Background: an optimization exercise with open tools, aiming at small area. Do not read the settings as production practice. Where RTL was checked, it was by simulation tests only, not by an equivalence proof against the original. No functional check of the RTL was part of runs 3 to 6. The clock cells of runs 5 and 6 come from the design's own scripts or RTL, not from TritonCTS. The flow treats the clock pin as an ideal source. Dropping or thinning the clock tree relies on that and would not hold on a real chip. Power is estimated from default activity; no workload was simulated.

===== design/flow/design.v =====
`timescale 1ns/1ps
`timescale 1ns/1ps
module axi_addr (
  input  logic [11:0]   addr,
  input  logic          inc,
  input  logic          wrap,
  input  logic [1:0]    size,
  input  logic [3:1]    len,
  output logic [11:0]   next_addr
);
  logic [11:0] lo;       
  logic [11:0] m;        
  logic [5:0]  wm;       
  logic [12:0] c;
  assign lo = {10'h3ff, ~size[1], ~size[1] & ~size[0]};
  assign wm = {2'b00, len, 1'b1} << size;
  assign m  = wrap ? {6'h00, wm} : lo;
  always_comb begin : comb_carry
    c[0] = inc & ~size[1] & ~size[0];
    c[1] = m[1] & ((inc & ~size[1] & size[0]) | (c[0] & addr[0]));
    c[2] = m[2] & ((inc & size[1]) | (c[1] & addr[1]));
    for (int i = 3; i <= 12; i++) begin
      c[i] = ((i < 12) ? m[i] : 1'b1) & c[i-1] & addr[i-1];
    end
  end : comb_carry
  assign next_addr = lo & (addr ^ c[11:0]);
endmodule
`timescale 1ns/1ps
module axi4_adapter #(
  parameter integer                     AXI_ID_WIDTH = 1,
  parameter integer                     AXI_ADDR_WIDTH = 12,
  parameter integer                     AXI_DATA_WIDTH = 32,
  parameter bit                         ALIGN_ADDR = 1'b1,
  parameter bit                         EN_SEC_MODE = 1'b1,
  parameter bit                         NO_SEC_FAIL = 0,
  parameter bit                         DECOUPLE_W = 1,
  parameter integer                     AXI_BYTE_COUNT  = AXI_DATA_WIDTH / 8
)(
  input  logic                          aclk,
  input  logic                          aresetn,
  input  logic [AXI_ID_WIDTH-1:0]       awid,
  input  logic [AXI_ADDR_WIDTH-1:0]     awaddr,
  input  logic [7:0]                    awlen,
  input  logic [2:0]                    awsize,
  input  logic [1:0]                    awburst,
  /*verilator lint_off UNUSED*/
  input  logic                          awlock,
  input  logic [3:0]                    awcache,
  /*verilator lint_on UNUSED*/
  input  logic [2:0]                    awprot,
  /*verilator lint_off UNUSED*/
  input  logic [3:0]                    awqos,
  input  logic [3:0]                    awregion,
  /*verilator lint_on UNUSED*/
  input  logic                          awvalid,
  output logic                          awready,
  input  logic [AXI_DATA_WIDTH-1:0]     wdata,
  input  logic [AXI_BYTE_COUNT-1:0]     wstrb,
  input  logic                          wlast,
  input  logic                          wvalid,
  output logic                          wready,
  output logic [AXI_ID_WIDTH-1:0]       bid,
  output logic [1:0]                    bresp,
  output logic                          bvalid,
  input  logic                          bready,
  input  logic [AXI_ID_WIDTH-1:0]       arid,
  input  logic [AXI_ADDR_WIDTH-1:0]     araddr,
  input  logic [7:0]                    arlen,
  input  logic [2:0]                    arsize,
  input  logic [1:0]                    arburst,
  /*verilator lint_off UNUSED*/
  input  logic                          arlock,
  input  logic [3:0]                    arcache,
  /*verilator lint_on UNUSED*/
  input  logic [2:0]                    arprot,
  /*verilator lint_off UNUSED*/
  input  logic [3:0]                    arqos,
  input  logic [3:0]                    arregion,
  /*verilator lint_on UNUSED*/
  input  logic                          arvalid,
  output logic                          arready,
  output logic [AXI_ID_WIDTH-1:0]       rid,
  output logic [AXI_DATA_WIDTH-1:0]     rdata,
  output logic [1:0]                    rresp,
  output logic                          rlast,
  output logic                          rvalid,
  input  logic                          rready,
  output logic [AXI_ADDR_WIDTH-1:0]     rif_waddr,
  input  logic                          rif_wvalid,
  output logic                          rif_wr_req,
  output logic [AXI_BYTE_COUNT-1:0]     rif_wstrb,
  output logic [AXI_DATA_WIDTH-1:0]     rif_wdata,
  output logic [AXI_ADDR_WIDTH-1:0]     rif_raddr,
  input  logic                          rif_rvalid,
  output logic                          rif_rd_req,
  input  logic [AXI_DATA_WIDTH-1:0]     rif_rdata
);
  logic                         aw_full;
  logic [11:0]                  awb_addr;
  logic [1:0]                   awb_size;
  logic [1:0]                   awb_burst;
  logic [3:1]                   awb_len;
  logic                         awb_sec;
  logic                         awb_id;
  logic                         aw_pop_en;    
  logic [11:0]                  waddr;
  logic [1:0]                   aw_size_q;
  logic [1:0]                   aw_burst_q;
  logic [3:1]                   aw_len_q;
  logic                         aw_sec;
  logic                         i_bid;
  logic                         i_bvalid;
  logic                         wr_err;
  logic                         w_hs;
  logic                         w_last_hs;
  logic                         b_free;
  logic                         aw_pop;
  logic                         aw_take;
  logic                         aw_load;
  logic [11:0]                  next_waddr;
  assign awready   = ~aw_full;
  assign w_hs      = wvalid & wready;
  assign w_last_hs = w_hs & wlast;
  assign b_free    = ~bvalid | bready;
  assign aw_pop    = aw_pop_en | (w_last_hs & b_free);
  assign aw_take   = aw_pop & aw_full;
  always_ff @(posedge aclk or negedge aresetn) begin : ff_aw_full
    if (!aresetn) begin
      aw_full <= 1'b0;
    end
    else if (aw_full) begin
      aw_full <= ~aw_pop;
    end
    else begin
      aw_full <= awvalid;
    end
  end : ff_aw_full
  always_ff @(posedge aclk) begin : ff_awb
    if (awvalid && !aw_full) begin
      awb_addr  <= awaddr;
      awb_size  <= awsize[1:0];
      awb_burst <= awburst;
      awb_len   <= awlen[3:1];
      awb_sec   <= awprot[1];
      awb_id    <= awid;
    end
  end : ff_awb
  always_ff @(posedge aclk or negedge aresetn) begin : ff_aw_pop_en
    if (!aresetn) begin
      aw_pop_en <= 1'b1;
    end
    else if (aw_take) begin
      aw_pop_en <= 1'b0;
    end
    else if (w_hs) begin
      aw_pop_en <= wlast & b_free;
    end
    else if (aw_full) begin
      aw_pop_en <= ~(wready | (i_bvalid & ~bready));
    end
  end : ff_aw_pop_en
  always_ff @(posedge aclk or negedge aresetn) begin : ff_wready
    if (!aresetn) begin
      wready <= 1'b0;
    end
    else if (aw_take) begin
      wready <= 1'b1;
    end
    else if (w_last_hs) begin
      wready <= 1'b0;
    end
  end : ff_wready
  assign aw_load = ~wready | w_last_hs;
  always_ff @(posedge aclk) begin : ff_aw_q
    if (aw_load) begin
      aw_size_q  <= awb_size;
      aw_burst_q <= awb_burst;
      aw_len_q   <= awb_len;
      aw_sec     <= awb_sec;
    end
  end : ff_aw_q
  axi_addr u_axi_waddr (
    .addr       (waddr),
    .inc        (wvalid & (aw_burst_q != 2'd0)),
    .wrap       (aw_burst_q[1]),
    .size       (aw_size_q),
    .len        (aw_len_q),
    .next_addr  (next_waddr)
  );
  always_ff @(posedge aclk) begin : ff_waddr
    waddr <= aw_load ? awb_addr : next_waddr;
  end : ff_waddr
  assign rif_wr_req = aw_sec & w_hs;
  assign rif_waddr  = {waddr[11:2], 2'b00};
  assign rif_wdata  = wdata;
  assign rif_wstrb  = wstrb;
  assign bresp = {wr_err, 1'b0};
  always_ff @(posedge aclk or negedge aresetn) begin : ff_wr_err
    if (!aresetn) begin
      wr_err <= 1'b0;
    end
    else if (w_hs) begin
      wr_err <= wr_err | ~aw_sec | ~rif_wvalid;
    end
    else if (bready) begin
      wr_err <= 1'b0;
    end
  end : ff_wr_err
  always_ff @(posedge aclk or negedge aresetn) begin : ff_i_bvalid
    if (!aresetn) begin
      i_bvalid <= 1'b0;
    end
    else if (w_last_hs && bvalid && !bready) begin
      i_bvalid <= 1'b1;
    end
    else if (bready) begin
      i_bvalid <= 1'b0;
    end
  end : ff_i_bvalid
  always_ff @(posedge aclk or negedge aresetn) begin : ff_bvalid
    if (!aresetn) begin
      bvalid <= 1'b0;
    end
    else if (w_last_hs) begin
      bvalid <= 1'b1;
    end
    else if (bready) begin
      bvalid <= i_bvalid;
    end
  end : ff_bvalid
  always_ff @(posedge aclk) begin : ff_bid
    if (aw_pop) begin
      i_bid <= awb_id;
    end
    if (b_free) begin
      bid <= i_bid;
    end
  end : ff_bid
  logic                         rd_req;
  logic                         ar_hs;
  logic                         ar_sec;
  logic                         ar_sec_q;
  logic [11:0]                  raddr;
  logic [11:0]                  i_raddr;
  logic [11:0]                  next_raddr;
  logic [1:0]                   ar_size_q;
  logic [1:0]                   ar_burst_q;
  logic [3:1]                   ar_len_q;
  logic [1:0]                   i_rsize;
  logic [1:0]                   i_rburst;
  logic [3:1]                   i_rlen;
  logic                         i_rid;
  logic                         rd_err;
  logic                         en_r_cnt_4_0;
  logic                         en_r_cnt_8_5;
  logic [4:0]                   r_cnt_4_0;
  logic [3:0]                   r_cnt_8_5;
  logic [8:0]                   r_cnt;
  logic [8:0]                   next_r_cnt;
  logic                         rlast_d;
  assign ar_hs  = arvalid & arready;
  assign rd_req = (arvalid | ~arready) & ~(rvalid & ~rready);
  always_ff @(posedge aclk or negedge aresetn) begin : ff_arready
    if (!aresetn) begin
      arready <= 1'b1;
    end
    else if (ar_hs) begin
      arready <= (arlen == 8'd0) & rd_req;
    end
    else if (rready && rvalid && !arready) begin
      arready <= (r_cnt <= 9'd2);
    end
  end : ff_arready
  assign r_cnt = {r_cnt_8_5, r_cnt_4_0};
  assign next_r_cnt = ar_hs ? (9'(arlen) + 9'd1 + 9'(rvalid & ~rready)) : (r_cnt - 9'd1);
  assign en_r_cnt_4_0 = ar_hs | (rready & rvalid);
  assign en_r_cnt_8_5 = en_r_cnt_4_0 & ~(|r_cnt_4_0);
  always_ff @(posedge aclk or negedge aresetn) begin : ff_r_cnt
    if (!aresetn) begin
      r_cnt_4_0 <= '0;
      r_cnt_8_5 <= '0;
    end
    else begin
      if (en_r_cnt_4_0) begin
        r_cnt_4_0 <= next_r_cnt[4:0];
      end
      if (en_r_cnt_8_5) begin
        r_cnt_8_5 <= next_r_cnt[8:5];
      end
    end
  end : ff_r_cnt
  assign i_raddr  = arready ? araddr : raddr;
  assign i_rsize  = arready ? arsize[1:0] : ar_size_q;
  assign i_rburst = arready ? arburst : ar_burst_q;
  assign i_rlen   = arready ? arlen[3:1] : ar_len_q;
  assign ar_sec   = arready ? arprot[1] : ar_sec_q;
  axi_addr u_axi_raddr (
    .addr       (i_raddr),
    .inc        (rd_req & (i_rburst != 2'd0)),
    .wrap       (i_rburst[1]),
    .size       (i_rsize),
    .len        (i_rlen),
    .next_addr  (next_raddr)
  );
  always_ff @(posedge aclk) begin : ff_raddr
    raddr      <= next_raddr;
    ar_size_q  <= i_rsize;
    ar_burst_q <= i_rburst;
    ar_len_q   <= i_rlen;
    ar_sec_q   <= ar_sec;
  end : ff_raddr
  always_ff @(posedge aclk) begin : ff_rid
    if (arready) begin
      i_rid <= arid;
    end
    if (!arvalid || arready) begin
      rid <= ar_hs ? arid : i_rid;
    end
  end : ff_rid
  always_ff @(posedge aclk or negedge aresetn) begin : ff_rvalid
    if (!aresetn) begin
      rvalid <= 1'b0;
    end
    else begin
      rvalid <= rd_req | (rvalid & ~rready);
    end
  end : ff_rvalid
  always_ff @(posedge aclk) begin : ff_rdata
    if (rd_req) begin
      rdata <= ar_sec ? rif_rdata : '0;
    end
    rd_err <= rd_req & (~ar_sec | ~rif_rvalid);
  end : ff_rdata
  assign rresp = {rd_err, 1'b0};
  always_comb begin : comb_rlast
    rlast_d = rlast;
    if (!rvalid || rready) begin
      if (ar_hs) begin
        rlast_d = (arlen == 8'd0);
      end
      else if (rvalid) begin
        rlast_d = (r_cnt == 9'd2);
      end
      else begin
        rlast_d = (r_cnt == 9'd1);
      end
    end
  end : comb_rlast
  always_ff @(posedge aclk) begin : ff_rlast
    rlast <= rlast_d;
  end : ff_rlast
  assign rif_rd_req = ar_sec & rd_req;
  assign rif_raddr  = {i_raddr[11:2], 2'b00};
endmodule

===== design/flow/flow/run.sh =====
#!/bin/bash
# Standard ORFS layout, with 1x port buffers and a clock tree of small
# buffers without dummy loads. Each tool's output is logged in this folder.
set -euo pipefail
export BUFFER_PORTS_ARGS="-buffer_cell sky130_fd_sc_hd__buf_1"
export CTS_ARGS="-sink_clustering_enable -repair_clock_nets -dont_use_dummy_load -buf_list {sky130_fd_sc_hd__clkbuf_4 sky130_fd_sc_hd__clkbuf_8}"
bash standard.sh > standard.log 2>&1

===== design/flow/standard.sh =====
#!/bin/bash
# synth_recipe.tcl (not shown) runs the flow's synth.tcl, then flattens the netlist and writes it again
# the make line also repeats each setting of config.mk as NAME=value (left out here)
make -C /OpenROAD-flow-scripts/flow DESIGN_CONFIG=/design/flow/config.mk WORK_HOME=/design/flow/orfs CLKGATE_MAP_FILE= SYNTH_SCRIPT=/design/flow/synth_recipe.tcl "${@:-finish}"

===== design/flow/config.mk =====
export PLATFORM = sky130hd
export DESIGN_NAME = axi4_adapter
export DESIGN_NICKNAME = axi4_adapter
export VERILOG_FILES = /design/flow/design.v
export SDC_FILE = /design/flow/constraint.sdc
export NUM_CORES = 4
export LEC_CHECK = 0
export CAP_MARGIN = 20
export CORE_MARGIN = 2
export CORE_UTILIZATION = 40
export SLEW_MARGIN = 20

===== design/flow/constraint.sdc =====
create_clock -name core_clock -period 4.0 [get_ports {aclk}]
set_input_delay 0.8000 -clock core_clock [delete_from_list [all_inputs] [get_ports {aclk}]]
set_output_delay 0.8000 -clock core_clock [all_outputs]
set_load 0.01 [all_outputs]

==> results.py, run 1 <==
metrics = {
    "placement": {
        "globalplace.congestion": 0.836,
        "io_buffers": 152,
        "placed_cell_area_mm2": 0.00596,
        "dp_hpwl_um": 8610,
        "dp.cells": 762,
    },
    "job": {
        "drv_cap": 0,
    },
    "finish": {
        "fin_util": 0.451,
        "final_area_mm2": 0.00619,
        "fin_nets": 772,
        "num_antenna_cells": 0,
        "drive_above_1_share": 0.0851,
        "area_growth_syn_to_layout_pct": 11.3,
        "final_cell_count_no_fill": 779,
    },
    "clock_network": {
        "cts_resized": 0,
        "cts_hold_buf": 0,
        "clk_latency_ps": 410,
        "postCtsSetupRepairBufs": 0,
        "clockRootBuffer": "clkbuf_8",
        "cts_tree": "done",
        "cts-buffers-inserted": 17,
        "clkSlewWorstSetupHoldPaths_ps": 70,
        "numClockSinks": 116,
        "htree_num_levels": 4,
        "clockBufferDepth": 2,
    },
    "timing": {
        "finalHoldViolCount": 0,
        "setup_viol": 0,
        "tightest_slew_ps": 859,
        "min_period_ps": 3300,
        "skew_ps": 22.7,
        "fmax_ghz": 0.303,
        "setup_tns_ps": 0,
        "slew_headroom": 0.427,
        "report.final.slew_viol_count": 0,
        "timing.final.crit_share": 0.825,
        "rsz0062_at_grt": "false",
        "holdWs_ps": 323,
    },
    "synthesis": {
        "synth.avg_cell_area_um2": 11.4,
        "synth_cells": 487,
        "yosysTopAreaCell": "edfxtp_1",
        "seq_area_frac_synth": 0.552,
        "synth_commonest_cells": "edfxtp_1, buf_4, nand2_1",
        "ys_ff_latch": 116,
        "synth.top_cell.area_share": 0.356,
        "synth.area.top_cells": "edfxtp_1, dfxtp_1, buf_4",
        "synth.most_common_cell": "edfxtp_1",
        "synth_cell_types": 56,
        "yosysWarnings": 2,
        "synth.cell_area_mm2": 0.00556,
        "async_reset_ff_frac": 0.147,
        "synth_edf_count": 66,
        "synth-main-ff-cell": "edfxtp_1",
    },
    "setup_path": {
        "r2r_cells": 10,
        "worstReg2RegStart": "arready",
        "critPathKind": "reg2reg",
        "critPathArrivalTime_ps": 3600,
        "r2r-end": "raddr[9]",
        "cp.required_ps": 4300,
        "r2r_setup_slack_ps": 700,
        "end_kind": "register",
        "start_kind": "register",
        "cp_max_fo": 10,
    },
    "route": {
        "vias": 3800,
        "dr.pass1.iters": 4,
        "wire_per_inst_um": 14.8,
        "ant_nets": 0,
        "routed_via_density": 4.88,
        "routed_wl_um": 11500,
        "drt_iter0_drc": 195,
        "drc": 0,
    },
    "floorplan": {
        "io-pin-count": 268,
        "dieHeight_um": 122,
        "initial_utilization": 0.405,
        "rows": 43,
        "die_x_um": 122,
        "die_area_mm2": 0.0149,
        "fp.coreArea_mm2": 0.0137,
    },
    "global_routing": {
        "grt_max_degree": 34,
        "grt_pass1_wl_um": 17900,
        "antenna_found_initial": 0,
        "grt_pass1_vias": 3794,
        "track_usage": 0.156,
        "grt_overflow": 0,
    },
    "pwr": {
        "peakVddDrop_mv": 0.316,
        "power_density_mw_per_mm2": 636,
        "power.leakage_uw": 0.00225,
    },
    "run_status": {
        "status": "timing/DRC/antenna clean",
    },
    "min_path": {
        "hold_path.class": "in2async",
    },
}
==> sequential cells by signal (all words and copies together), names as in the netlist, 2 cells and up <==
name        cells
r_cnt_8_5       4
waddr          12
ar_len_q        3
r_cnt_4_0       5
awb_len         3
awb_addr       12
raddr          12
awb_burst       2
rdata          32
aw_burst_q      2
aw_size_q       2
aw_len_q        3
awb_size        2
ar_size_q       2
ar_burst_q      2
==> worst max-delay path, cell delays in order (launching register included) <==
cell,delay (ps)
dfstp_2,760
mux2i_4,410
inv_2,130
a2111oi_0,440
ha_1,220
o31ai_1,70
a21oi_1,170
ha_1,210
o22ai_1,110
nor3_2,280
mux2_2,370
==> through the flow <==
step | setup slack [ps] | power, uW
after global routing | 471 | 4230
final | 700 | 3940
after floorplan | 909 | 2920
after CTS | 652 | 3990
after global placement | 513 | 3170
after detailed placement | 444 | 3220
==> logic make-up (layout without fill, tap and decap cells) <==
family / Yosys count / count (layout) / synth area share
buffers and inverters: 98 / 205 / 0.108
xor gates and xnor gates: 28 / 28 / 0.0441
muxes: 26 / 26 / 0.0556
and+or+nand+nor: 139 / 139 / 0.135
AOI/OAI and AO/OA: 70 / 70 / 0.0855
DFF: 116 / 116 / 0.552
adders and majority gates: 9 / 9 / 0.0202
other: 1 / 6 / 0.000674
==> final cells by class <==
class / count / area [um2]
Clock buffer: 17 / 234
Fill cell: 1360 / 7530
Inverter: 31 / 119
Timing Repair Buffer: 157 / 617
Tap cell: 180 / 225
Sequential cell: 116 / 3070
Multi-Input combinational cell: 278 / 1930
==> layout by cell type, fill, tap and decap left out, types with 14 or more instances in the layout <==
cell type	count
a21oi_1	14
buf_1	151
clkbuf_8	17
dfrtp_1	15
dfxtp_1	33
edfxtp_1	66
inv_1	28
nand2_1	40
nand3_1	15
nor2b_1	38
o21ai_0	25
xnor2_1	15
==> routing by layer <==
metal / up-vias / global-route usage / share of wire
li1: 1856 / - / -
met1: 1797 / 0.186 / 0.43
met2: 133 / 0.255 / 0.49
met3: 14 / 0.0576 / 0.072
met4: 0 / 0.0632 / 0.012
met5: - / 0 / 0
==> report_power, final <==
part	leakage [uW]	switching [uW]	internal (uW)	total [uW]
clock network	0.000122	376	372	748
logic	0.000999	787	498	1290
registers	0.00113	222	1680	1900
==> worst max path at each step <==
stage                       start       end  cells after the start
after floorplan            rready  raddr[9]                     10
after global placement     rready  raddr[9]                     12
after detailed placement   rready  raddr[9]                     12
after CTS                 arready  raddr[9]                     10
after global routing      arready  raddr[9]                     10
final                     arready  raddr[9]                     10
==> run 2, diff against run 1 <==
==> design/flow/run.sh (new file) <==
#!/bin/bash
# synth_recipe.tcl (not shown) runs the flow's synth.tcl, then flattens the netlist and writes it again
# the make line also repeats each setting of config.mk as NAME=value (left out here)
make -C /OpenROAD-flow-scripts/flow DESIGN_CONFIG=/design/flow/config.mk WORK_HOME=/design/flow/orfs CLKGATE_MAP_FILE= SYNTH_SCRIPT=/design/flow/synth_recipe.tcl finish
removed: design/flow/flow/run.sh
removed: design/flow/standard.sh
==> run 2 against run 1 <==
Still clean. First-iteration DRC count rose by 54%. Sequential cell count unchanged. Clock skew fell by 16 ps. Count of clock-buffer cells in the layout up 10. Worst setup slack got worse by 62 ps. Critical path depth decreased by 4. Sequential share of layout area is 8.8 points lower. Largest cell class unchanged. Largest power group unchanged. Highest routed layer unchanged.
==> results.py, run 2 <==
metrics = {
    "global_routing": {
        "grt_overflow": 0,
        "grt_pass1_wl_um": 19100,
        "antenna_found_initial": 0,
        "grt_max_degree": 34,
        "grt_pass1_vias": 3885,
        "track_usage": 0.167,
    },
    "pwr": {
        "power.leakage_uw": 0.00284,
        "power_density_mw_per_mm2": 670,
        "peakVddDrop_mv": 0.323,
    },
    "synthesis": {
        "synth-main-ff-cell": "edfxtp_1",
        "synth_edf_count": 66,
        "yosysWarnings": 2,
        "synth_cell_types": 56,
        "ys_ff_latch": 116,
        "synth.avg_cell_area_um2": 11.4,
        "synth_cells": 487,
        "seq_area_frac_synth": 0.552,
        "yosysTopAreaCell": "edfxtp_1",
        "synth.most_common_cell": "edfxtp_1",
        "synth.area.top_cells": "edfxtp_1, dfxtp_1, buf_4",
        "synth.top_cell.area_share": 0.356,
        "async_reset_ff_frac": 0.147,
        "synth.cell_area_mm2": 0.00556,
        "synth_commonest_cells": "edfxtp_1, buf_4, nand2_1",
    },
    "setup_path": {
        "cp_common_cell": "clkdlybuf4s50_1",
        "critPathKind": "in2out",
        "start_kind": "input pin",
        "r2r_setup_slack_ps": 770,
        "slowest_stage": "clkdlybuf4s50_1",
        "cp_max_fo": 4,
        "critPathMaxStageDelay_ps": 520,
        "worstReg2RegStart": "arready",
        "end_kind": "primary output",
        "crit_family": "buffers and inverters",
        "worstPathCellList": "clkdlybuf4s50_1 > nor2b_1 > inv_1 > o21ai_0 > nor2_1 > clkdlybuf4s50_1",
        "r2r_cells": 10,
        "critical_path_buf_inv_count": 3,
        "cp.required_ps": 3200,
        "critPathArrivalTime_ps": 2560,
        "r2r-end": "raddr[9]",
    },
    "clock_network": {
        "postCtsSetupRepairBufs": 0,
        "cts-buffers-inserted": 17,
        "numClockSinks": 116,
        "clk_latency_ps": 400,
        "clockRootBuffer": "clkbuf_16",
        "clockBufferDepth": 2,
        "cts_hold_buf": 0,
        "clkSlewWorstSetupHoldPaths_ps": 50,
        "htree_num_levels": 4,
        "cts_resized": 0,
        "cts_tree": "done",
    },
    "floorplan": {
        "io-pin-count": 268,
        "die_area_mm2": 0.0149,
        "rows": 43,
        "fp.coreArea_mm2": 0.0137,
        "die_x_um": 122,
        "dieHeight_um": 122,
        "initial_utilization": 0.405,
    },
    "run_status": {
        "status": "timing/DRC/antenna clean",
    },
    "route": {
        "dr.pass1.iters": 5,
        "routed_wl_um": 12300,
        "drt_iter0_drc": 300,
        "drc": 0,
        "wire_per_inst_um": 15.4,
        "vias": 3902,
        "ant_nets": 0,
        "routed_via_density": 4.90,
    },
    "finish": {
        "area_growth_syn_to_layout_pct": 35.4,
        "fin_nets": 775,
        "drive_above_1_share": 0.0956,
        "largest_reg_flops": 32,
        "largest_register": "rdata",
        "layout_commonest_cell": "clkdlybuf4s50_1",
        "num_antenna_cells": 0,
        "final_cell_mix": "clkdlybuf4s50_1, edfxtp_1, nand2_1",
    },
    "min_path": {
        "whs_path_depth": 0,
        "whs_endpoint": "aw_sec",
        "hold_start": "awb_sec",
        "hold_path.class": "reg2reg",
    },
    "timing": {
        "setup_slack_ps": 639,
        "min_period_ps": 3360,
        "slew_headroom": 0.405,
        "timing.final.crit_share": 0.840,
        "skew_ps": 6.50,
        "setup_viol": 0,
        "rsz0062_at_grt": "false",
        "setup_tns_ps": 0,
        "report.final.slew_viol_count": 0,
        "tightest_slew_ps": 891,
        "finalHoldViolCount": 0,
        "fmax_ghz": 0.298,
    },
    "placement": {
        "io_buffers": 152,
        "globalplace.congestion": 0.782,
        "pre_cts_ws_ps": 274,
        "dp_hpwl_um": 8980,
    },
    "job": {
        "drv_cap": 0,
    },
}
[run 2: cell counts after synthesis]
Identical to the previous run, type by type.
[run 2: cells by family (layout without fill, tap and decap cells)]
logic type,after synthesis,count (layout),share of synthesized area
and+or+nand+nor,139,139,0.135
other,1,6,0.000674
muxes,26,26,0.0556
adders and majority gates,9,9,0.0202
AOI/OAI and AO/OA,70,70,0.0855
buffers and inverters,98,223,0.108
DFF,116,116,0.552
xor gates and xnor gates,28,28,0.0441
[run 2: worst max path at each step]
| stage | slack, ps | endpoint | depth (start not counted) | start |
|---|---|---|---|---|
| final | 640 | rif_rd_req | 6 | rready |
| after global routing | 450 | waddr[10] | 13 | wvalid |
| after CTS | 580 | rif_rd_req | 6 | rready |
| after detailed placement | 270 | raddr[9] | 12 | rready |
| after global placement | 270 | raddr[9] | 12 | rready |
| after floorplan | 910 | raddr[9] | 10 | rready |
[run 2: area by class of cell]
cell class	instances	area [um2]
inverters	31	119
flip-flops and latches	116	3070
clock buffers	27	483
fillers	1191	6190
clock inverters	5	124
repair buffers	160	1580
multi-input cells	278	1930
well taps	180	225
[run 2: per-stage QoR]
step	instances	util	area, um2	total power, uW	hold slack [ps]
2_1_floorplan	492	-	5580	2920	400
3_3_place_gp	765	0.505	6920	3480	402
3_5_place_dp	765	0.505	6920	3520	407
4_1_cts	797	0.549	7530	5100	419
5_1_grt	797	0.549	7530	5350	425
6_report	797	0.549	7530	5050	417
[run 2: per-layer routing]
metal	GRT usage	wire, um	vias to the layer above
li1	-	-	1877
met1	0.200	5160	1846
met2	0.268	5950	155
met3	0.0595	899	24
met4	0.0833	246	0
met5	0	0	-
[run 2: where the power goes]
part / leakage (uW) / switching (uW) / internal [uW]
clock: 0.000291 / 489 / 1070
combinational: 0.00142 / 791 / 789
sequential: 0.00113 / 222 / 1680
==> run 3, diff against run 2 <==
--- a/design/flow/design.v
+++ b/design/flow/design.v
@@ -135,15 +135,12 @@
       aw_full <= awvalid;
     end
   end : ff_aw_full
+  logic aw_push;
+  assign aw_push = awvalid & ~aw_full;
   always_ff @(posedge aclk) begin : ff_awb
-    if (awvalid && !aw_full) begin
-      awb_addr  <= awaddr;
-      awb_size  <= awsize[1:0];
-      awb_burst <= awburst;
-      awb_len   <= awlen[3:1];
-      awb_sec   <= awprot[1];
-      awb_id    <= awid;
-    end
+    {awb_addr, awb_size, awb_burst, awb_len, awb_sec, awb_id} <=
+        ({awb_addr, awb_size, awb_burst, awb_len, awb_sec, awb_id} & {21{aw_full | ~awvalid}}) |
+        ({awaddr, awsize[1:0], awburst, awlen[3:1], awprot[1], awid} & {21{aw_push}});
   end : ff_awb
   always_ff @(posedge aclk or negedge aresetn) begin : ff_aw_pop_en
     if (!aresetn) begin
@@ -170,14 +167,13 @@
       wready <= 1'b0;
     end
   end : ff_wready
+  logic aw_keep;
   assign aw_load = ~wready | w_last_hs;
+  assign aw_keep = wready & ~(wvalid & wlast);
   always_ff @(posedge aclk) begin : ff_aw_q
-    if (aw_load) begin
-      aw_size_q  <= awb_size;
-      aw_burst_q <= awb_burst;
-      aw_len_q   <= awb_len;
-      aw_sec     <= awb_sec;
-    end
+    {aw_size_q, aw_burst_q, aw_len_q, aw_sec} <=
+        ({aw_size_q, aw_burst_q, aw_len_q, aw_sec} & {8{aw_keep}}) |
+        ({awb_size, awb_burst, awb_len, awb_sec} & {8{aw_load}});
   end : ff_aw_q
   axi_addr u_axi_waddr (
     .addr       (waddr),
@@ -326,9 +322,7 @@
     end
   end : ff_rvalid
   always_ff @(posedge aclk) begin : ff_rdata
-    if (rd_req) begin
-      rdata <= ar_sec ? rif_rdata : '0;
-    end
+    rdata <= (rdata & {32{~rd_req}}) | (rif_rdata & {32{rd_req & ar_sec}});
     rd_err <= rd_req & (~ar_sec | ~rif_rvalid);
   end : ff_rdata
   assign rresp = {rd_err, 1'b0};
==> design/flow/flow/run.sh (new file) <==
#!/bin/bash
set -euo pipefail
export BUFFER_PORTS_ARGS="-buffer_cell sky130_fd_sc_hd__buf_1"
export CTS_ARGS="-sink_clustering_enable -repair_clock_nets -dont_use_dummy_load -sink_clustering_size 20 -sink_clustering_max_diameter 60 -buf_list {sky130_fd_sc_hd__clkbuf_4 sky130_fd_sc_hd__clkbuf_8}"
bash standard.sh > standard.log 2>&1
==> design/flow/standard.sh (new file) <==
#!/bin/bash
# synth_recipe.tcl (not shown) runs the flow's synth.tcl, then flattens the netlist and writes it again
# the make line also repeats each setting of config.mk as NAME=value (left out here)
make -C /OpenROAD-flow-scripts/flow DESIGN_CONFIG=/design/flow/config.mk WORK_HOME=/design/flow/orfs CLKGATE_MAP_FILE= SYNTH_SCRIPT=/design/flow/synth_recipe.tcl "${@:-finish}"
removed: design/flow/run.sh
==> run 3 against run 2 <==
Utilization fell by 9.0 points. Via count fell by 1.9%. Cell area fell by 22%. Clock skew rose by 13 ps. Combinational power fell by 8%. Non-clock buffer count fell by 3. Critical endpoint is now raddr[9].
==> results.py, run 3 <==
metrics = {
    "setup_path": {
        "critPathMaxStageDelay_ps": 660,
        "end_kind": "register",
        "critPathKind": "reg2reg",
        "cp.required_ps": 4310,
        "cp_max_fo": 8,
        "start_kind": "register",
        "critPathArrivalTime_ps": 3570,
        "slowest_stage": "dfstp_2",
        "crit_family": "multiplexers",
        "critical_path_buf_inv_count": 2,
        "cp_common_cell": "ha_1",
        "worstPathCellList": "mux2i_1 > inv_2 > nor4_1 > ha_1 > o31ai_1 > a21oi_1 > ha_1 > inv_1 > a221oi_4 > and2_4 > nand2_1 > mux2_4",
    },
    "finish": {
        "num_antenna_cells": 0,
        "area_growth_syn_to_layout_pct": 11.3,
        "layout_commonest_cell": "buf_1",
        "final_cell_mix": "buf_1, dfxtp_1, a22o_1",
        "drive_above_1_share": 0.0982,
        "num-fill-cells": 1251,
        "fin_nets": 774,
    },
    "timing": {
        "skew_ps": 19.4,
        "fmax_ghz": 0.307,
        "setup_viol": 0,
        "slew_headroom": 0.330,
        "timing.final.crit_share": 0.815,
        "finalHoldViolCount": 0,
        "setup_tns_ps": 0,
        "rsz0062_at_grt": "false",
        "tightest_slew_ps": 999,
        "min_period_ps": 3260,
        "report.final.slew_viol_count": 0,
    },
    "global_routing": {
        "grtUsageMet3": 0.0835,
        "grt_pass1_wl_um": 17600,
        "grt_max_degree": 35,
        "use_met2": 0.256,
        "grt_pass1_vias": 3783,
        "use_met1": 0.179,
        "track_usage": 0.158,
        "grt_overflow": 0,
        "antenna_found_initial": 0,
        "top_usage_layer": "met2",
    },
    "synthesis": {
        "yosysTopAreaCell": "dfxtp_1",
        "synth_cell_types": 54,
        "synth_commonest_cells": "dfxtp_1, buf_4, a22o_1",
        "synth.area.top_cells": "dfxtp_1, edfxtp_1, buf_4",
        "async_reset_ff_frac": 0.147,
        "synth_edf_count": 26,
        "synth.most_common_cell": "dfxtp_1",
        "synth-main-ff-cell": "dfxtp_1",
        "synth.cell_area_mm2": 0.00525,
        "synth.top_cell.area_share": 0.278,
        "ys_ff_latch": 116,
        "synth.avg_cell_area_um2": 10.6,
        "seq_area_frac_synth": 0.509,
        "yosysWarnings": 2,
        "synth_cells": 495,
    },
    "min_path": {
        "hold_path.class": "in2async",
    },
    "clock_network": {
        "clk_latency_ps": 420,
        "clockBufferDepth": 2,
        "postCtsSetupRepairBufs": 0,
        "numClockSinks": 116,
        "htree_num_levels": 4,
        "clockRootBuffer": "clkbuf_8",
        "cts_resized": 0,
        "clkSlewWorstSetupHoldPaths_ps": 70,
        "cts_tree": "done",
        "cts_hold_buf": 0,
        "cts-buffers-inserted": 17,
    },
    "pwr": {
        "peakVddDrop_mv": 0.334,
        "power_density_mw_per_mm2": 706,
        "p_total_uw": 4120,
        "power.leakage_uw": 0.00225,
    },
    "floorplan": {
        "die_area_mm2": 0.0141,
        "io-pin-count": 268,
        "initial_utilization": 0.413,
        "die_x_um": 119,
        "rows": 41,
        "dieHeight_um": 119,
        "fp.coreArea_mm2": 0.0127,
    },
    "route": {
        "ant_nets": 0,
        "routed_wl_um": 10900,
        "vias": 3826,
        "wire_per_inst_um": 14.1,
        "drc": 0,
        "dr.pass1.iters": 5,
        "routed_via_density": 4.95,
        "drt_iter0_drc": 176,
    },
    "placement": {
        "globalplace.congestion": 0.796,
        "io_buffers": 152,
        "dp_hpwl_um": 8040,
    },
    "run_status": {
        "status": "timing/DRC/antenna clean",
    },
    "job": {
        "drv_cap": 0,
    },
}
==> run 3: final timing paths <==
kind / startpoint / to / slack, ps / cells after the start
min in group core_clock: register / i_bid / 420 / 0
worst min register to register: register / i_bid / 420 / 0
worst max-delay path: arready / raddr[9] / 740 / 12
worst max register to register: arready / raddr[9] / 740 / 12
worst min-delay path: aresetn / i_bvalid / 250 / 1
max in group asynchronous: aresetn / arready / 3230 / 2
==> run 3: area by class of cell <==
class                   instances  area, um2  area share
well taps                     172        215      0.0368
flip-flops and latches        116       2670       0.457
inverters                      23       86.3      0.0148
multi-input cells             288       2030       0.347
clock buffers                  17        234      0.0400
repair buffers                157        612       0.105
==> run 3: power by group <==
part	total (uW)	internal (uW)	switching, uW	leakage (uW)
logic	1450	631	814	0.00107
registers	1930	1640	287	0.00106
clock network	750	372	378	0.000122
==> run 3: per-layer routing <==
layer | part of all wire | up-vias | routed length, um
met1 | 0.43 | 1783 | 4660
met5 | 0 | - | 0
met3 | 0.082 | 17 | 893
met2 | 0.48 | 139 | 5220
met4 | 0.014 | 0 | 148
li1 | - | 1887 | -
==> run 3: cells by family after synthesis <==
group                    count (synthesis)  synth area share
other                                    1          0.000714
XOR/XNOR                                25            0.0417
multiplexers                            34            0.0720
buffers and inverters                   96             0.111
AND/OR/NAND/NOR                        111             0.101
adder cells (fa/ha/maj)                  9            0.0214
AO/OA/AOI/OAI                          103             0.144
flip-flops                             116             0.509
==> run 3: per-stage QoR <==
| step | std cells | cell area, um2 | utilization | hold WS (ps) | worst slack [ps] |
|---|---|---|---|---|---|
| after global placement | 755 | 5590 | 0.440 | 407 | 533 |
| final | 773 | 5840 | 0.459 | 251 | 740 |
| after global routing | 773 | 5840 | 0.459 | 222 | 502 |
| after CTS | 772 | 5830 | 0.458 | 423 | 718 |
| after floorplan | 500 | 5270 | - | 400 | 788 |
| after detailed placement | 755 | 5590 | 0.440 | 405 | 524 |
==> run 4, diff against run 3 <==
==> design/flow/flow/run.sh (replaced) <==
#!/bin/bash
set -euo pipefail
export BUFFER_PORTS_ARGS="-buffer_cell sky130_fd_sc_hd__buf_1"
export CTS_ARGS="-sink_clustering_enable -repair_clock_nets -dont_use_dummy_load -sink_clustering_size 30 -sink_clustering_max_diameter 100 -buf_list {sky130_fd_sc_hd__clkbuf_8 sky130_fd_sc_hd__clkbuf_16}"
bash standard.sh > standard.log 2>&1
==> run 4 against run 3 <==
Largest cell class unchanged. Cell area grew 3.3%. Combinational power is essentially flat. Register-to-register slack is essentially flat. Sequential share of layout area shrank 1.4 points. Routed wire length grew 1.9%. Utilization grew 1.5 points. Cell count is the same. Global-route usage grew 0.30 points. Clock power grew 55%. Total power grew 10%.
==> results.py, run 4 <==
metrics = {
    "run_status": {
        "status": "timing/DRC/antenna clean",
    },
    "synthesis": {
        "muxShareOfSynthArea": 0.0720,
        "synth_cell_types": 54,
        "synth.cell_area_mm2": 0.00525,
        "synth_compound_area_frac": 0.144,
        "synth.top_cell.area_share": 0.278,
        "yosysWarnings": 2,
        "yosysTopAreaCell": "dfxtp_1",
        "synth_commonest_cells": "dfxtp_1, buf_4, a22o_1",
        "synth.avg_cell_area_um2": 10.6,
        "synth.most_common_cell": "dfxtp_1",
        "synth.area.top_cells": "dfxtp_1, edfxtp_1, buf_4",
        "synthXorXnorAreaFrac": 0.0417,
        "synth_top_family_by_area": "compound AO/OA/AOI/OAI gates",
        "yosys.area_share.simple": 0.101,
        "synth_cells": 495,
        "seq_area_frac_synth": 0.509,
        "synth-main-ff-cell": "dfxtp_1",
        "ys_ff_latch": 116,
        "async_reset_ff_frac": 0.147,
        "yosys.area_share.adder": 0.0214,
        "synth_edf_count": 26,
    },
    "route": {
        "routed_via_density": 4.98,
        "drc": 0,
        "drt_iter0_drc": 186,
        "dr.pass1.iters": 4,
        "ant_nets": 0,
        "wire_per_inst_um": 14.4,
        "routed_wl_um": 11100,
        "vias": 3847,
    },
    "timing": {
        "setup_tns_ps": 0,
        "tightest_slew_ps": 996,
        "setup_slack_ps": 735,
        "finalHoldViolCount": 0,
        "skew_ps": 13.3,
        "rsz0062_at_grt": "false",
        "min_period_ps": 3270,
        "slew_headroom": 0.332,
        "timing.final.crit_share": 0.816,
        "setup_viol": 0,
        "report.final.slew_viol_count": 0,
        "fmax_ghz": 0.306,
    },
    "pwr": {
        "p_sw_frac": 0.340,
        "power_density_mw_per_mm2": 754,
        "clkPwrFrac": 0.256,
        "seqPwrFrac": 0.425,
        "peakVddDrop_mv": 0.337,
        "p_sw_uw": 1550,
        "p_int_uw": 3000,
        "power.leakage_uw": 0.00233,
        "comb_power_share": 0.319,
    },
    "finish": {
        "final_cell_count_no_fill": 773,
        "drive_above_1_share": 0.0982,
        "multi_input_area_mm2": 0.00203,
        "fin_nets": 774,
        "num-fill-cells": 1239,
        "num_antenna_cells": 0,
        "layout_commonest_cell": "buf_1",
        "final_cell_mix": "buf_1, dfxtp_1, a22o_1",
        "regArea_mm2": 0.00267,
        "area_growth_syn_to_layout_pct": 15.0,
    },
    "global_routing": {
        "grt_pass1_wl_um": 17900,
        "antenna_found_initial": 0,
        "grt_pass1_vias": 3814,
        "track_usage": 0.161,
        "grt_max_degree": 35,
        "grt_overflow": 0,
    },
    "floorplan": {
        "die_x_um": 119,
        "initial_utilization": 0.413,
        "io-pin-count": 268,
        "rows": 41,
        "die_area_mm2": 0.0141,
        "fp.coreArea_mm2": 0.0127,
        "dieHeight_um": 119,
    },
    "setup_path": {
        "cp_max_fo": 8,
        "cp.required_ps": 4290,
        "end_kind": "register",
        "critPathArrivalTime_ps": 3560,
        "critPathKind": "reg2reg",
        "start_kind": "register",
    },
    "clock_network": {
        "clockRootBuffer": "clkbuf_16",
        "cts_hold_buf": 0,
        "clkSlewWorstSetupHoldPaths_ps": 50,
        "numClockSinks": 116,
        "cts_resized": 0,
        "clk_latency_ps": 400,
        "cts-buffers-inserted": 17,
        "htree_num_levels": 4,
        "cts_tree": "done",
        "postCtsSetupRepairBufs": 0,
        "clockBufferDepth": 2,
    },
    "placement": {
        "pre_cts_ws_ps": 524,
        "dp_hpwl_um": 8040,
        "globalplace.congestion": 0.796,
        "dp.cells": 755,
        "io_buffers": 152,
    },
    "min_path": {
        "hold_path.class": "in2async",
    },
    "job": {
        "drv_cap": 0,
    },
}
## run 4: cell types whose count changed in the layout (fill, tap and decap cells not counted)
cell	before	now
clkbuf_8	17	0
clkbuf_16	0	17
## run 4: cell type report
cell class | count | area share
clock buffers | 17 | 0.0705
flip-flops and latches | 116 | 0.442
inverters | 23 | 0.0143
multi-input cells | 288 | 0.336
well taps | 172 | 0.0357
repair buffers | 157 | 0.101
## run 4: cells by family (layout without fill, tap and decap cells)
kind of cell	after synthesis	in the layout
multiplexers	34	34
other	1	6
AO/OA/AOI/OAI	103	103
AND/OR/NAND/NOR	111	111
buffers and inverters	96	197
XOR/XNOR	25	25
flip-flops	116	116
adder cells (fa/ha/maj)	9	9
## run 4: per-layer routing
layer,GRT usage,up-vias,wire length (um)
met2,0.264,140,5310
met4,0.0714,0,223
met5,0,-,0
met3,0.0700,27,882
li1,-,1889,-
met1,0.181,1791,4720
## run 4: stage by stage
stage | hold WS (ps) | utilization | power [uW] | area (um2)
after floorplan | 400 | - | 3070 | 5270
after global placement | 407 | 0.440 | 3340 | 5590
after detailed placement | 405 | 0.440 | 3400 | 5590
after CTS | 418 | 0.473 | 4600 | 6020
after global routing | 289 | 0.474 | 4850 | 6040
final | 282 | 0.474 | 4550 | 6040
## run 4: power groups by stage
stage                     clock network [uW]  logic [uW]  registers, uW
after global placement                     0        1420           1930
after detailed placement                   0        1460           1940
after global routing                    1250        1620           1990
final                                   1160        1450           1930
after CTS                               1200        1470           1930
after floorplan                            0        1160           1910
## run 4: final timing paths
path | cells past startpoint | start | slack (ps) | end
max in group asynchronous | 2 | aresetn | 3190 | arready
min reg2reg | 0 | register | 420 | i_bid
max | 12 | arready | 730 | raddr[9]
min in group core_clock | 0 | register | 420 | i_bid
min | 1 | aresetn | 280 | i_bvalid
max reg2reg | 12 | arready | 730 | raddr[9]
## run 4: worst max-delay path, cell delays in order (launching register included)
cell	delay [ps]
dfstp_2	650
mux2i_1	480
inv_2	130
nor4_1	320
ha_1	200
o31ai_1	60
a21oi_1	160
ha_1	160
inv_1	60
a221oi_4	340
and2_4	240
nand2_1	70
mux2_4	290
==> run 5, diff against run 4 <==
--- a/design/flow/design.v
+++ b/design/flow/design.v
@@ -97,16 +97,15 @@
 );
   logic                         aw_full;
   logic [11:0]                  awb_addr;
-  logic [1:0]                   awb_size;
-  logic [1:0]                   awb_burst;
-  logic [3:1]                   awb_len;
+  logic [3:0]                   awb_mode;
   logic                         awb_sec;
   logic                         awb_id;
   logic                         aw_pop_en;    
   logic [11:0]                  waddr;
-  logic [1:0]                   aw_size_q;
-  logic [1:0]                   aw_burst_q;
-  logic [3:1]                   aw_len_q;
+  logic [3:0]                   aw_mode_q;
+  logic [3:0]                   aw_mode;
+  logic                         aw_wrap;
+  logic [1:0]                   aw_size;
   logic                         aw_sec;
   logic                         i_bid;
   logic                         i_bvalid;
@@ -138,9 +137,9 @@
   logic aw_push;
   assign aw_push = awvalid & ~aw_full;
   always_ff @(posedge aclk) begin : ff_awb
-    {awb_addr, awb_size, awb_burst, awb_len, awb_sec, awb_id} <=
-        ({awb_addr, awb_size, awb_burst, awb_len, awb_sec, awb_id} & {21{aw_full | ~awvalid}}) |
-        ({awaddr, awsize[1:0], awburst, awlen[3:1], awprot[1], awid} & {21{aw_push}});
+    {awb_addr, awb_mode, awb_sec, awb_id} <=
+        ({awb_addr, awb_mode, awb_sec, awb_id} & {18{aw_full | ~awvalid}}) |
+        ({awaddr, aw_mode, awprot[1], awid} & {18{aw_push}});
   end : ff_awb
   always_ff @(posedge aclk or negedge aresetn) begin : ff_aw_pop_en
     if (!aresetn) begin
@@ -171,16 +170,21 @@
   assign aw_load = ~wready | w_last_hs;
   assign aw_keep = wready & ~(wvalid & wlast);
   always_ff @(posedge aclk) begin : ff_aw_q
-    {aw_size_q, aw_burst_q, aw_len_q, aw_sec} <=
-        ({aw_size_q, aw_burst_q, aw_len_q, aw_sec} & {8{aw_keep}}) |
-        ({awb_size, awb_burst, awb_len, awb_sec} & {8{aw_load}});
+    {aw_mode_q, aw_sec} <=
+        ({aw_mode_q, aw_sec} & {5{aw_keep}}) |
+        ({awb_mode, awb_sec} & {5{aw_load}});
   end : ff_aw_q
+  assign aw_mode[3:2] = awburst[1] ? awsize[1:0] : 2'b11;
+  assign aw_mode[1:0] = awburst[1] ? {awlen[2], awlen[3] | (awlen[1] & ~awlen[2])} :
+                        awburst[0] ? awsize[1:0] : 2'b11;
+  assign aw_wrap = ~(aw_mode_q[3] & aw_mode_q[2]);
+  assign aw_size = aw_wrap ? aw_mode_q[3:2] : aw_mode_q[1:0];
   axi_addr u_axi_waddr (
     .addr       (waddr),
-    .inc        (wvalid & (aw_burst_q != 2'd0)),
-    .wrap       (aw_burst_q[1]),
-    .size       (aw_size_q),
-    .len        (aw_len_q),
+    .inc        (wvalid & ~(&aw_mode_q)),
+    .wrap       (aw_wrap),
+    .size       (aw_size),
+    .len        ({aw_mode_q[1] & aw_mode_q[0], aw_mode_q[1], aw_mode_q[1] | aw_mode_q[0]}),
     .next_addr  (next_waddr)
   );
   always_ff @(posedge aclk) begin : ff_waddr
==> design/flow/flow/run.sh (replaced) <==
#!/bin/bash
# Standard ORFS layout with 1x port buffers and a clock tree made by hand
# (flow/cts_manual.tcl). Each tool's output is logged in this folder.
set -euo pipefail
here=$(pwd)
export BUFFER_PORTS_ARGS="-buffer_cell sky130_fd_sc_hd__buf_1"
export PRE_CTS_TCL="$here/flow/cts_manual.tcl"
export MANUAL_CTS_BUF=sky130_fd_sc_hd__clkbuf_16
export MANUAL_CTS_N=4
bash standard.sh > standard.log 2>&1
==> design/flow/flow/cts_manual.tcl (new file) <==
# Clock tree made by hand: the clock port drives a few clock buffers, each of
# which drives one cluster of flip-flops. Sourced before ORFS's CTS step; it
# replaces clock_tree_synthesis for that step.
proc manual_cts { buf_master nclusters } {
  set block [ord::get_db_block]
  set master [[ord::get_db] findMaster $buf_master]
  set clk_net [$block findNet aclk]
  set sinks {}
  foreach it [$clk_net getITerms] {
    set loc [[$it getInst] getLocation]
    lappend sinks [list [lindex $loc 0] [lindex $loc 1] $it]
  }
  # split into balanced clusters: halves by x, then each half by y
  set groups [list $sinks]
  set axis 0
  while { [llength $groups] < $nclusters } {
    set next {}
    foreach g $groups {
      set s [lsort -integer -index $axis $g]
      set h [expr {[llength $s] / 2}]
      lappend next [lrange $s 0 [expr {$h - 1}]] [lrange $s $h end]
    }
    set groups $next
    set axis [expr {1 - $axis}]
  }
  set i 0
  foreach g $groups {
    set sx 0; set sy 0
    foreach s $g { incr sx [lindex $s 0]; incr sy [lindex $s 1] }
    set n [llength $g]
    set inst [odb::dbInst_create $block $master "clkbuf_m_$i"]
    set net [odb::dbNet_create $block "clknet_m_$i"]
    $net setSigType CLOCK
    foreach s $g {
      set it [lindex $s 2]
      $it disconnect
      $it connect $net
    }
    [$inst findITerm A] connect $clk_net
    [$inst findITerm X] connect $net
    $inst setLocation [expr {$sx / $n}] [expr {$sy / $n}]
    $inst setPlacementStatus PLACED
    puts "manual_cts: $buf_master clkbuf_m_$i drives $n sinks"
    incr i
  }
}

rename clock_tree_synthesis orfs_clock_tree_synthesis
proc clock_tree_synthesis { args } {
  manual_cts $::env(MANUAL_CTS_BUF) $::env(MANUAL_CTS_N)
  set_propagated_clock [all_clocks]
}
==> run 5 against run 4 <==
Sequential share of layout area grew 0.56 points. Die area shrank 1.7%. Hold slack gained 160 ps. Critical endpoint is now raddr[11].
==> results.py, run 5 <==
metrics = {
    "clock_network": {
        "cts_resized": 0,
        "clkSlewWorstSetupHoldPaths_ps": 110,
        "clk_latency_ps": 170,
        "cts_hold_buf": 0,
        "postCtsSetupRepairBufs": 0,
    },
    "run_status": {
        "status": "timing/DRC/antenna clean",
    },
    "synthesis": {
        "synth-main-ff-cell": "dfxtp_1",
        "synth.avg_cell_area_um2": 10.2,
        "seq_area_frac_synth": 0.489,
        "synth_edf_count": 23,
        "synth.top_cell.area_share": 0.272,
        "synth.cell_area_mm2": 0.00516,
        "async_reset_ff_frac": 0.155,
        "synth_cell_types": 54,
        "synth_commonest_cells": "dfxtp_1, buf_4, nand2_1",
        "synth_cells": 505,
        "yosysWarnings": 2,
        "ys_ff_latch": 110,
        "synth.most_common_cell": "dfxtp_1",
        "yosysTopAreaCell": "dfxtp_1",
        "synth.area.top_cells": "dfxtp_1, edfxtp_1, buf_4",
    },
    "setup_path": {
        "worstPathCellList": "buf_1 > nor2b_1 > inv_1 > o21ai_2 > a21oi_1 > and3_1 > ha_1 > o21ai_0 > a21oi_1 > ha_1 > o221ai_2 > nor4_4 > nand4_1 > xnor2_1",
        "critical_path_buf_inv_count": 2,
        "critPathArrivalTime_ps": 3350,
        "end_kind": "register",
        "critPathMaxStageDelay_ps": 630,
        "critPathKind": "in2reg",
        "cp.required_ps": 4070,
        "crit_family": "simple AND/OR/NAND/NOR gates",
        "cp_max_fo": 10,
        "start_kind": "input pin",
        "slowest_stage": "nor4_4",
    },
    "timing": {
        "fmax_ghz": 0.304,
        "skew_ps": 11.0,
        "setup_tns_ps": 0,
        "rsz0062_at_grt": "false",
        "tightest_slew_ps": 759,
        "setup_viol": 0,
        "report.final.slew_viol_count": 0,
        "slew_headroom": 0.493,
        "min_period_ps": 3290,
        "timing.final.crit_share": 0.822,
        "finalHoldViolCount": 0,
    },
    "finish": {
        "regArea_mm2": 0.00252,
        "multi_input_area_mm2": 0.00206,
        "layout_commonest_cell": "buf_1",
        "num-fill-cells": 1290,
        "num_antenna_cells": 0,
        "area_growth_syn_to_layout_pct": 9.07,
        "drive_above_1_share": 0.0704,
        "final_area_mm2": 0.00563,
        "final_cell_count_no_fill": 769,
        "fin_nets": 770,
        "final_cell_mix": "buf_1, dfxtp_1, nand2_1",
    },
    "floorplan": {
        "rows": 41,
        "die_area_mm2": 0.0138,
        "die_x_um": 118,
        "fp.coreArea_mm2": 0.0126,
        "io-pin-count": 268,
        "dieHeight_um": 118,
        "initial_utilization": 0.409,
    },
    "placement": {
        "placed_cell_area_mm2": 0.00552,
        "io_buffers": 152,
        "dp.cells": 765,
        "globalplace.congestion": 0.804,
        "dp_hpwl_um": 8130,
    },
    "pwr": {
        "comb_power_share": 0.380,
        "seqPwrFrac": 0.494,
        "peakVddDrop_mv": 0.441,
        "power_density_mw_per_mm2": 649,
        "p_sw_uw": 1340,
        "p_sw_frac": 0.366,
        "power.leakage_uw": 0.00214,
        "p_int_uw": 2320,
        "clkPwrFrac": 0.126,
    },
    "global_routing": {
        "grt_overflow": 0,
        "grt_max_degree": 34,
        "grt_pass1_wl_um": 17600,
        "antenna_found_initial": 1,
        "track_usage": 0.146,
        "grt_pass1_vias": 3651,
    },
    "route": {
        "wire_per_inst_um": 14.0,
        "ant_nets": 0,
        "dr.pass1.iters": 4,
        "routed_via_density": 5.01,
        "drt_iter0_drc": 168,
        "routed_wl_um": 10800,
        "drc": 0,
        "vias": 3856,
    },
    "min_path": {
        "hold_path.class": "reg2reg",
    },
    "job": {
        "drv_cap": 0,
    },
}
run 5: final cells by class:
cell class                      instances  share of cell area
Buffer                                  4              0.0178
Timing Repair Buffer                  159               0.111
Sequential cell                       110               0.448
Multi-Input combinational cell        297               0.367
Tap cell                              172              0.0383
Inverter                               27              0.0180
run 5: layer usage:
metal | up-vias | share of wire | track usage
met5 | - | 0.0012 | 0
met4 | 2 | 0.033 | 0.0444
met3 | 42 | 0.070 | 0.0320
met2 | 130 | 0.46 | 0.250
met1 | 1790 | 0.43 | 0.186
li1 | 1892 | - | -
run 5: final timing paths:
path	end	slack [ps]	startpoint	depth (start not counted)
worst max-delay path	raddr[11]	710	rready	14
min in group asynchronous	r_cnt_8_5[0]	550	aresetn	1
worst min-delay path	i_bid	440	register	0
worst max register to register	raddr[11]	740	arready	11
max in group asynchronous	arready	3110	aresetn	1
worst min register to register	i_bid	440	register	0
run 5: cell families after synthesis:
kind of cell / after synthesis / share of synthesized area
adder cells (fa/ha/maj): 9 / 0.0218
buffers and inverters: 103 / 0.118
flip-flops: 110 / 0.489
multiplexers: 28 / 0.0594
AND/OR/NAND/NOR: 121 / 0.120
other: 1 / 0.000727
AO/OA/AOI/OAI: 107 / 0.147
XOR/XNOR: 26 / 0.0442
run 5: power groups by stage:
stage | registers [uW] | logic, uW | clock network, uW
finish | 1800 | 1390 | 461
CTS | 1810 | 1400 | 477
floorplan | 1790 | 1110 | 0
global placement | 1810 | 1360 | 0
global route | 1860 | 1550 | 524
detailed placement | 1830 | 1400 | 0
run 5: metrics by stage:
stage	worst slack [ps]	utilization	hold slack, ps	total power, uW
after floorplan	954	-	400	2900
final	713	0.446	441	3650
after global routing	485	0.446	451	3930
after detailed placement	524	0.438	418	3230
after CTS	713	0.446	445	3680
after global placement	610	0.437	408	3170
==> run 6, diff against run 5 <==
--- a/design/flow/config.mk
+++ b/design/flow/config.mk
@@ -7,5 +7,5 @@
 export LEC_CHECK = 0
 export CAP_MARGIN = 20
 export CORE_MARGIN = 2
-export CORE_UTILIZATION = 40
+export CORE_UTILIZATION = 65
 export SLEW_MARGIN = 20
==> run 6 against run 5 <==
Routed wire length grew 2.9%. Still clean on timing, DRC and antenna. Cell count fell by 8.8%. Register-to-register slack is essentially flat. Clock power about the same. Largest cell class unchanged. Die area decreased by 37%. Hold slack got worse by 9.9 ps. Sequential power is essentially flat. Area after synthesis did not move. Largest power group unchanged. Global-route usage grew 8.8 points. Utilization rose by 28 points. Critical endpoint unchanged.
==> results.py, run 6 <==
metrics = {
    "pwr": {
        "peakVddDrop_mv": 0.446,
        "power.leakage_uw": 0.00214,
        "power_density_mw_per_mm2": 661,
    },
    "timing": {
        "fmax_ghz": 0.298,
        "min_period_ps": 3360,
        "rsz0062_at_grt": "false",
        "report.final.slew_viol_count": 0,
        "slew_headroom": 0.444,
        "setup_viol": 0,
        "skew_ps": 8.40,
        "timing.final.crit_share": 0.840,
        "tightest_slew_ps": 829,
        "finalHoldViolCount": 0,
        "setup_tns_ps": 0,
    },
    "floorplan": {
        "fp.coreArea_mm2": 0.00769,
        "initial_utilization": 0.671,
        "die_x_um": 93.1,
        "dieHeight_um": 93.1,
        "die_area_mm2": 0.00866,
        "rows": 32,
        "io-pin-count": 268,
    },
    "synthesis": {
        "synth.most_common_cell": "dfxtp_1",
        "synth.avg_cell_area_um2": 10.2,
        "async_reset_ff_frac": 0.155,
        "yosysWarnings": 2,
        "yosysTopAreaCell": "dfxtp_1",
        "synth.area.top_cells": "dfxtp_1, edfxtp_1, buf_4",
        "synth_cell_types": 54,
        "synth.top_cell.area_share": 0.272,
        "synth-main-ff-cell": "dfxtp_1",
        "synth_edf_count": 23,
        "seq_area_frac_synth": 0.489,
        "ys_ff_latch": 110,
        "synth_commonest_cells": "dfxtp_1, buf_4, nand2_1",
        "synth.cell_area_mm2": 0.00516,
        "synth_cells": 505,
    },
    "route": {
        "dr.pass1.iters": 4,
        "routed_via_density": 5.62,
        "routed_wl_um": 11100,
        "drc": 0,
        "ant_nets": 0,
        "wire_per_inst_um": 15.8,
        "vias": 3940,
        "drt_iter0_drc": 117,
    },
    "finish": {
        "final_cell_mix": "buf_1, dfxtp_1, nand2_1",
        "multi_input_area_mm2": 0.00206,
        "regArea_mm2": 0.00252,
        "area_growth_syn_to_layout_pct": 7.62,
        "fin_util": 0.722,
        "layout_commonest_cell": "buf_1",
        "fin_nets": 772,
        "num-fill-cells": 614,
        "drive_above_1_share": 0.0718,
        "num_antenna_cells": 0,
    },
    "setup_path": {
        "worstPathCellList": "buf_1 > nor2b_1 > inv_1 > o21ai_2 > a21oi_1 > and3_1 > ha_1 > o21ai_0 > a21oi_1 > ha_1 > o221ai_2 > nor4_4 > nand4_1 > xnor2_1",
        "r2r_cells": 11,
        "critical_path_buf_inv_count": 2,
        "cp_max_fo": 10,
        "start_kind": "input pin",
        "crit_family": "simple AND/OR/NAND/NOR gates",
        "crit_cells": 14,
        "critPathKind": "in2reg",
        "end_kind": "register",
        "critPathArrivalTime_ps": 3430,
        "slowest_stage": "nor4_4",
        "critPathMaxStageDelay_ps": 570,
        "cp.required_ps": 4070,
    },
    "clock_network": {
        "cts_hold_buf": 0,
        "clkSlewWorstSetupHoldPaths_ps": 100,
        "cts_resized": 0,
        "clk_latency_ps": 160,
        "postCtsSetupRepairBufs": 0,
    },
    "global_routing": {
        "grt_pass1_wl_um": 16700,
        "grt_overflow": 0,
        "antenna_found_initial": 0,
        "grt_pass1_vias": 3700,
        "grt_max_degree": 35,
        "track_usage": 0.234,
    },
    "min_path": {
        "whs_path_depth": 0,
        "hold_path.class": "reg2reg",
    },
    "placement": {
        "globalplace.congestion": 0.878,
        "io_buffers": 152,
        "dp_hpwl_um": 8320,
    },
    "run_status": {
        "status": "timing/DRC/antenna clean",
    },
    "job": {
        "drv_cap": 0,
    },
}
run 6: cell counts after synthesis:
Identical to the previous run, type by type.
run 6: worst paths after layout:
| kind | slack [ps] | end | startpoint |
|---|---|---|---|
| setup reg to reg | 750 | raddr[11] | arready |
| setup / recovery | 640 | raddr[11] | rready |
| min in group asynchronous | 550 | r_cnt_8_5[2] | aresetn |
| hold reg to reg | 430 | bid | i_bid |
| max in group asynchronous | 2990 | wr_err | aresetn |
| hold / removal | 430 | bid | i_bid |
run 6: metrics by stage:
step	power, uW	std cells	hold WS, ps	area (um2)	worst slack, ps
final	3670	701	431	5550	639
after global routing	3910	701	455	5550	410
after CTS	3680	700	439	5540	670
after detailed placement	3230	696	409	5440	497
after global placement	3170	696	404	5440	559
after floorplan	2900	510	400	5180	954
run 6: final cells by class:
cell class,count,area share
plain buffers,4,0.0180
inverters,27,0.0183
multi-input cells,297,0.371
flip-flops and latches,110,0.454
well taps,102,0.0230
repair buffers,161,0.116
run 6: report_power, final:
part | switching (uW) | total, uW | internal (uW) | leakage, uW
clock | 274 | 459 | 185 | 0.0000493
sequential | 274 | 1810 | 1540 | 0.00100
combinational | 800 | 1400 | 595 | 0.00109
run 6: cell families after synthesis:
logic type | count (synthesis) | synth area share
buf+inv | 103 | 0.118
other cells | 1 | 0.000727
flops | 110 | 0.489
fa+ha+maj | 9 | 0.0218
xor+xnor | 26 | 0.0442
simple gates | 121 | 0.120
compound gates | 107 | 0.147
mux | 28 | 0.0594
run 6: metal layers:
metal	routed length, um	up-vias	GRT usage	share of wire
li1	-	1907	-	-
met1	4510	1856	0.281	0.41
met2	5680	153	0.449	0.51
met3	696	24	0.0338	0.063
met4	193	0	0.0404	0.017
met5	0	-	0	0

## static timing again, ports no longer ideal
How much do the figures lean on ideal ports? The routed layouts below were timed once more, with nothing changed but the port constraints. Step 1 assumes that a clkbuf_16 drives the clock port and a buf_2 every other input. Step 2 also shifts input and output timing later by t, the mid clock arrival at the registers, as if the neighbouring blocks saw the same clock. Three values: ideal ports, drivers, drivers and shift; two values: the first two.
run	t, ns	setup WS [ns]	worst setup path at the end	worst register clock-pin slew, ns	cell pins on the clock port's net
run 1	0.436	0.700 / 0.700 / 0.484	input to register	0.07 / 0.07	1
run 2	0.439	0.639 / 0.615 / 0.259	input to register	0.05 / 0.05	1
run 3	0.446	0.740 / 0.740 / 0.537	input to register	0.07 / 0.07	1
run 4	0.438	0.735 / 0.735 / 0.519	input to register	0.05 / 0.05	1
run 5	0.245	0.713 / 0.743 / 0.517	input to register	0.11 / 0.11	4
run 6	0.241	0.639 / 0.694 / 0.453	input to register	0.11 / 0.11	4
After both steps every run listed still meets setup and hold. The setup slack of run 2, which loses most, moves by -0.024 ns with the drivers and by -0.380 ns with both steps.
